This design comes from an exercise in tuning for small area and a short achievable clock period on the open sky130 flow, not from production work.
At most, simulation tests tie the RTL to the original design; equivalence was not proved.
Power figures rest on the tool's default switching activity, not on a simulated workload.

==> job 2336: inputs <==
## ALU_design
module ALU_design(OPA_1,OPB_1,CIN,CLK,RST,CMD,CE,MODE,INP_VALID,COUT,OFLOW,RES,G,E,L,ERR);
    parameter WIDTH_O = 32;
    parameter WIDTH_C = 4;
    parameter WIDTH_RES = 2 * WIDTH_O;
    input [WIDTH_O-1:0] OPA_1, OPB_1;
    input CLK, RST, CE, MODE, CIN;
    input [WIDTH_C-1:0] CMD;
    input [1:0]INP_VALID;
    output reg signed [WIDTH_RES-1:0] RES;
    output reg COUT;
    output reg OFLOW;
    output reg G;
    output reg E;
    output reg L;
    output reg ERR;
    reg [31:0] OPA, OPB;
    always @(posedge CLK or posedge RST) begin
        if (RST) begin
            OPA <= 0;
            OPB <= 0;
        end else begin
            OPA <= OPA_1;
            OPB <= OPB_1;
        end
    end
    wire sel9  = (CMD == 4'd9);
    wire sel10 = (CMD == 4'd10);
    wire ma31  = OPA[31] & ~sel10;
    reg  s10q, killq;
    always @(posedge CLK) begin
        s10q  <= sel10;
        killq <= sel9 & ((&OPA) | (&OPB));
    end
    wire [63:0] px, py;
  ...
==> flow/config.mk <==
export PLATFORM = sky130hd
export DESIGN_NAME = ALU_design
export DESIGN_NICKNAME = ALU_design
export VERILOG_FILES = /design/flow/design.v
export SDC_FILE = /design/flow/constraint.sdc
export NUM_CORES = 4
export LEC_CHECK = 0
export CAP_MARGIN = 25
export CORE_MARGIN = 2
export CORE_UTILIZATION = 40
export CTS_BUF_LIST = sky130_fd_sc_hd__clkbuf_4 sky130_fd_sc_hd__clkbuf_8
export SETUP_SLACK_MARGIN = 5
export SLEW_MARGIN = 20
export SYNTH_HIERARCHICAL = 1
==> flow/constraint.sdc <==
create_clock -name core_clock -period 10.5 [get_ports {CLK}]
set_input_delay 2.1000 -clock core_clock [delete_from_list [all_inputs] [get_ports {CLK}]]
set_output_delay 2.1000 -clock core_clock [all_outputs]
set_load 0.01 [all_outputs]
run.sh (not shown) runs the stock make flow with config.mk's settings and CLKGATE_MAP_FILE= SYNTH_SCRIPT=/design/flow/synth_recipe.tcl, a recipe that flattens the netlist after the stock synthesis.
==> job 7094 (differences from job 2336) <==
==> flow/flow/run.sh (new file) <==
#!/bin/bash
set -euo pipefail
export BUFFER_PORTS_ARGS="-buffer_cell sky130_fd_sc_hd__buf_1"
bash standard.sh > standard_sh.log 2>&1
==> flow/standard.sh (new file) <==
#!/bin/bash
# synth_recipe.tcl (not shown) runs the flow's synth.tcl, then flattens the netlist and writes it again
# the make line also repeats each setting of config.mk as NAME=value (left out here)
make -C /OpenROAD-flow-scripts/flow DESIGN_CONFIG=/design/flow/config.mk WORK_HOME=/design/flow/orfs CLKGATE_MAP_FILE= SYNTH_SCRIPT=/design/flow/synth_recipe.tcl "${@:-finish}"
CAP_MARGIN = 20   (was 25)
CORE_UTILIZATION = 55   (was 40)
PLACE_DENSITY = 0.68   (was unset)
removed: flow/run.sh
==> job 687 (differences from job 2336) <==
==> flow/flow/run.sh (new file) <==
#!/bin/bash
set -euo pipefail
export BUFFER_PORTS_ARGS="-buffer_cell sky130_fd_sc_hd__buf_1"
export SETUP_SLACK_MARGIN=5.5
bash standard.sh > standard_sh.log 2>&1
==> flow/standard.sh (new file) <==
#!/bin/bash
# synth_recipe.tcl (not shown) runs the flow's synth.tcl, then flattens the netlist and writes it again
# the make line also repeats each setting of config.mk as NAME=value (left out here)
make -C /OpenROAD-flow-scripts/flow DESIGN_CONFIG=/design/flow/config.mk WORK_HOME=/design/flow/orfs CLKGATE_MAP_FILE= SYNTH_SCRIPT=/design/flow/synth_recipe.tcl "${@:-finish}"
CAP_MARGIN = 20   (was 25)
CORE_UTILIZATION = 55   (was 40)
PLACE_DENSITY = 0.68   (was unset)
SETUP_SLACK_MARGIN = unset   (was 5)
removed: flow/run.sh
==> results_tabular.tex <==
\begin{tabular}{lr}
\hline
Metric & Value \\
\hline
\multicolumn{2}{l}{\textbf{Cells and area}} \\
\quad Post-route non-filler standard cell count & 5509 \\
\quad Total of fill cells in the finished design & 6177 \\
\quad Inverters excl. clock & 190 \\
\quad Layout-stage area growth over the synthesis result & 18.1\% \\
\multicolumn{2}{l}{\textbf{Power}} \\
\quad Total Power Consumption & 13.7 mW \\
\multicolumn{2}{l}{\textbf{STA}} \\
\quad Actual transition at the worst max-transition pin & 1.27 ns \\
\multicolumn{2}{l}{\textbf{Critical path}} \\
\quad Slowest stage delay, CP & 0.46 ns \\
\multicolumn{2}{l}{\textbf{Global route}} \\
\quad First-pass GRT wire length & 259000 um \\
\multicolumn{2}{l}{\textbf{Outcome}} \\
\quad Status & timing/DRC/antenna clean \\
\hline
\end{tabular}
That was job 687.
==> results_tabular.tex <==
\begin{tabular}{lr}
\hline
Metric & Value \\
\hline
\multicolumn{2}{l}{\textbf{Power}} \\
\quad Total Power Consumption & 13.3 mW \\
\multicolumn{2}{l}{\textbf{Cells and area}} \\
\quad Inverters excl. clock & 189 \\
\quad Post-route non-filler standard cell count & 5726 \\
\multicolumn{2}{l}{\textbf{Global route}} \\
\quad First-pass GRT wire length & 257000 um \\
\multicolumn{2}{l}{\textbf{Outcome}} \\
\quad Status & timing/DRC/antenna clean \\
\multicolumn{2}{l}{\textbf{Critical path}} \\
\quad Startpoint Class & register \\
\hline
\end{tabular}
That was job 2336.
==> results_tabular.tex <==
\begin{tabular}{lr}
\hline
Metric & Value \\
\hline
\multicolumn{2}{l}{\textbf{Outcome}} \\
\quad Status & timing/DRC/antenna clean \\
\multicolumn{2}{l}{\textbf{STA}} \\
\quad Actual transition at the worst max-transition pin & 1.18 ns \\
\multicolumn{2}{l}{\textbf{Cells and area}} \\
\quad Post-route non-filler standard cell count & 5383 \\
\quad Layout-stage area growth over the synthesis result & 11.1\% \\
\multicolumn{2}{l}{\textbf{Placed design}} \\
\quad Quantity of I/O buffers inserted on ports & 144 \\
\multicolumn{2}{l}{\textbf{Critical path}} \\
\quad Slowest stage delay, CP & 0.45 ns \\
\multicolumn{2}{l}{\textbf{Power}} \\
\quad Total Power Consumption & 13.4 mW \\
\hline
\end{tabular}
That was job 7094.

==> 05-02 <==
ALU_design, a different RTL version from the one above (not shown whole).
==> flow/design.v (excerpt) <==
module ALU_design(OPA_1,OPB_1,CIN,CLK,RST,CMD,CE,MODE,INP_VALID,COUT,OFLOW,RES,G,E,L,ERR);
Settings: LEC_CHECK=0, CAP_MARGIN=25, CORE_MARGIN=2, CORE_UTILIZATION=40, SETUP_SLACK_MARGIN=5, SLEW_MARGIN=20, SYNTH_HIERARCHICAL=1; clock period 10.5 ns.
Stock flow here: none of the scripts above is used.
==> 10-21: changes against 05-02 <==
--- a/flow/design.v
+++ b/flow/design.v
@@ -2065,15 +2065,12 @@
     wire zhi = &(xt[31:1] ~^ xo[30:0]);
     wire z1 = zhi & xt[0];
     wire z0 = zhi & ~xt[0];
     wire [4:0] nsh = ~B[4:0] + 5'd1;
     wire [4:0] sh = c13 ? nsh : B[4:0];
-    wire [31:0] rl0 = sh[0] ? {A[30:0], A[31]} : A;
-    wire [31:0] rl1 = sh[1] ? {rl0[29:0], rl0[31:30]} : rl0;
-    wire [31:0] rl2 = sh[2] ? {rl1[27:0], rl1[31:28]} : rl1;
-    wire [31:0] rl3 = sh[3] ? {rl2[23:0], rl2[31:24]} : rl2;
-    wire [31:0] rot = sh[4] ? {rl3[15:0], rl3[31:16]} : rl3;
+    wire [31:0] rot;
+    alu_rotl u_rot (.a(A), .s(sh), .y(rot));
     wire hiB = |B[31:4];
     wire ar   = MODE & (INP_VALID == 2'b11);
     wire va = MODE & (INP_VALID[0] & ~INP_VALID[1] | (INP_VALID == 2'b11));    
     wire vb = MODE & (INP_VALID[1] & ~INP_VALID[0] | (INP_VALID == 2'b11));    
     wire s_ar  = ar & (c0 | c1 | c2 | c3 | c11 | c12) | va & (c4 | c5) | vb & (c6 | c7);
@@ -2401,10 +2398,17 @@
     wire P119 = p[60] & P74;
     wire G120 = g[62] | p[62] & G89;
     wire P120 = p[62] & P89;
     assign s = p ^ {G120, G89, G119, G74, G118, G88, G117, G67, G116, G87, G115, G73, G114, G86, G113, G64, G112, G85, G111, G72, G110, G84, G109, G66, G108, G83, G107, G71, G106, G82, G105, G61, G104, G81, G103, G70, G102, G80, G101, G65, G100, G79, G99, G69, G98, G78, G97, G57, G96, G77, G95, G68, G94, G76, G93, G49, G92, G75, G91, G33, G90, G1, g[0], 1'b0};
 endmodule
+module alu_rotl(input [31:0] a, input [4:0] s, output [31:0] y);
+    wire [31:0] r0 = s[0] ? {a[30:0], a[31]} : a;
+    wire [31:0] r1 = s[1] ? {r0[29:0], r0[31:30]} : r0;
+    wire [31:0] r2 = s[2] ? {r1[27:0], r1[31:28]} : r1;
+    wire [31:0] r3 = s[3] ? {r2[23:0], r2[31:24]} : r2;
+    assign y = s[4] ? {r3[15:0], r3[31:16]} : r3;
+endmodule
 module alu_fa(input a, input b, input c, output s, output co);
     assign s = a ^ b ^ c;
     assign co = (a & b) | (a & c) | (b & c);
 endmodule
 module alu_bsel(input one, input two, input y, input yl, output ns);
==> flow/flow/run.sh (new file) <==
#!/bin/bash
set -euo pipefail
export BUFFER_PORTS_ARGS="-buffer_cell sky130_fd_sc_hd__buf_1"
bash standard.sh > standard_sh.log 2>&1
==> flow/standard.sh (new file) <==
#!/bin/bash
# synth_recipe.tcl (not shown) runs the flow's synth.tcl, then flattens the netlist and writes it again
# the make line also repeats each setting of config.mk as NAME=value (left out here)
make -C /OpenROAD-flow-scripts/flow DESIGN_CONFIG=/design/flow/config.mk WORK_HOME=/design/flow/orfs CLKGATE_MAP_FILE= SYNTH_SCRIPT=/design/flow/synth_recipe.tcl "${@:-finish}"
- CAP_MARGIN: 25 -> 20
- CORE_UTILIZATION: 40 -> 55
- CTS_BUF_LIST: unset -> sky130_fd_sc_hd__clkbuf_4 sky130_fd_sc_hd__clkbuf_8
- GPL_TIMING_DRIVEN: unset -> 0
- PLACE_DENSITY: unset -> 0.68
removed: flow/run.sh
==> qor summary <==
quantity	05-02	10-21
Outcome	timing/DRC/antenna clean	timing/DRC/antenna clean
Utilization after layout	0.457	0.653
Total iterations of the first detailed-routing run	27	10
Number of global-route vias before repair	37000	39800
Estimated wirelength of the detail-placed design	114000 µm	151000 µm
Cell area after layout	0.0482 mm²	0.0504 mm²
Synth top area share	0.265	0.265
Share of synthesized cell area in full adder, half adder and majority cells	0.343	0.336
Number of unique standard cell types used by synthesis	88	85
Wire length per cell	31.2 µm	35.8 µm
Rel. slew slack	0.261	0.0729
Starting density of the core	0.403	0.553
Area after DPL	0.0461 mm²	0.0468 mm²
Min-delay src	RES[19]	RES[25]
Routed met3 length	22700 µm	31400 µm
Class of the most critical setup path	reg -> reg	in -> reg
For 05-02, only the layout was checked, not whether the RTL still works.

==> separate check: timing with driven ports <==
In the flow no input, the clock included, has a driving cell. The finished layouts below were timed again as built, in two steps. Step 1 assumes that a clkbuf_16 drives the clock port and a buf_2 every other input. Step 2 also shifts input and output timing later by t, the mid clock arrival at the registers, as if the neighbouring blocks saw the same clock. Three values: no drivers, after step 1, after step 2; two values: the first two.
run	t, ns	setup WS [ns]	worst setup path after step 2	worst register clock-pin slew, ns	pins driven straight from the clock port
job 2336	0.776	5.021 / 4.979 / 4.204	input to register	0.08 / 0.08	1
job 7094	0.738	5.048 / 4.953 / 4.215	input to register	0.07 / 0.07	1
job 687	0.752	5.119 / 5.093 / 4.341	input to register	0.07 / 0.07	1
05-02	0.672	5.046 / 5.046 / 4.390	input to register	0.08 / 0.08	1
10-21	0.760	4.820 / 4.816 / 4.056	input to register	0.07 / 0.07	1
After both steps setup and hold are still met in every run listed. For job 7094, which loses most, drivers alone change the setup slack by -0.095 ns; drivers and shift together by -0.833 ns.
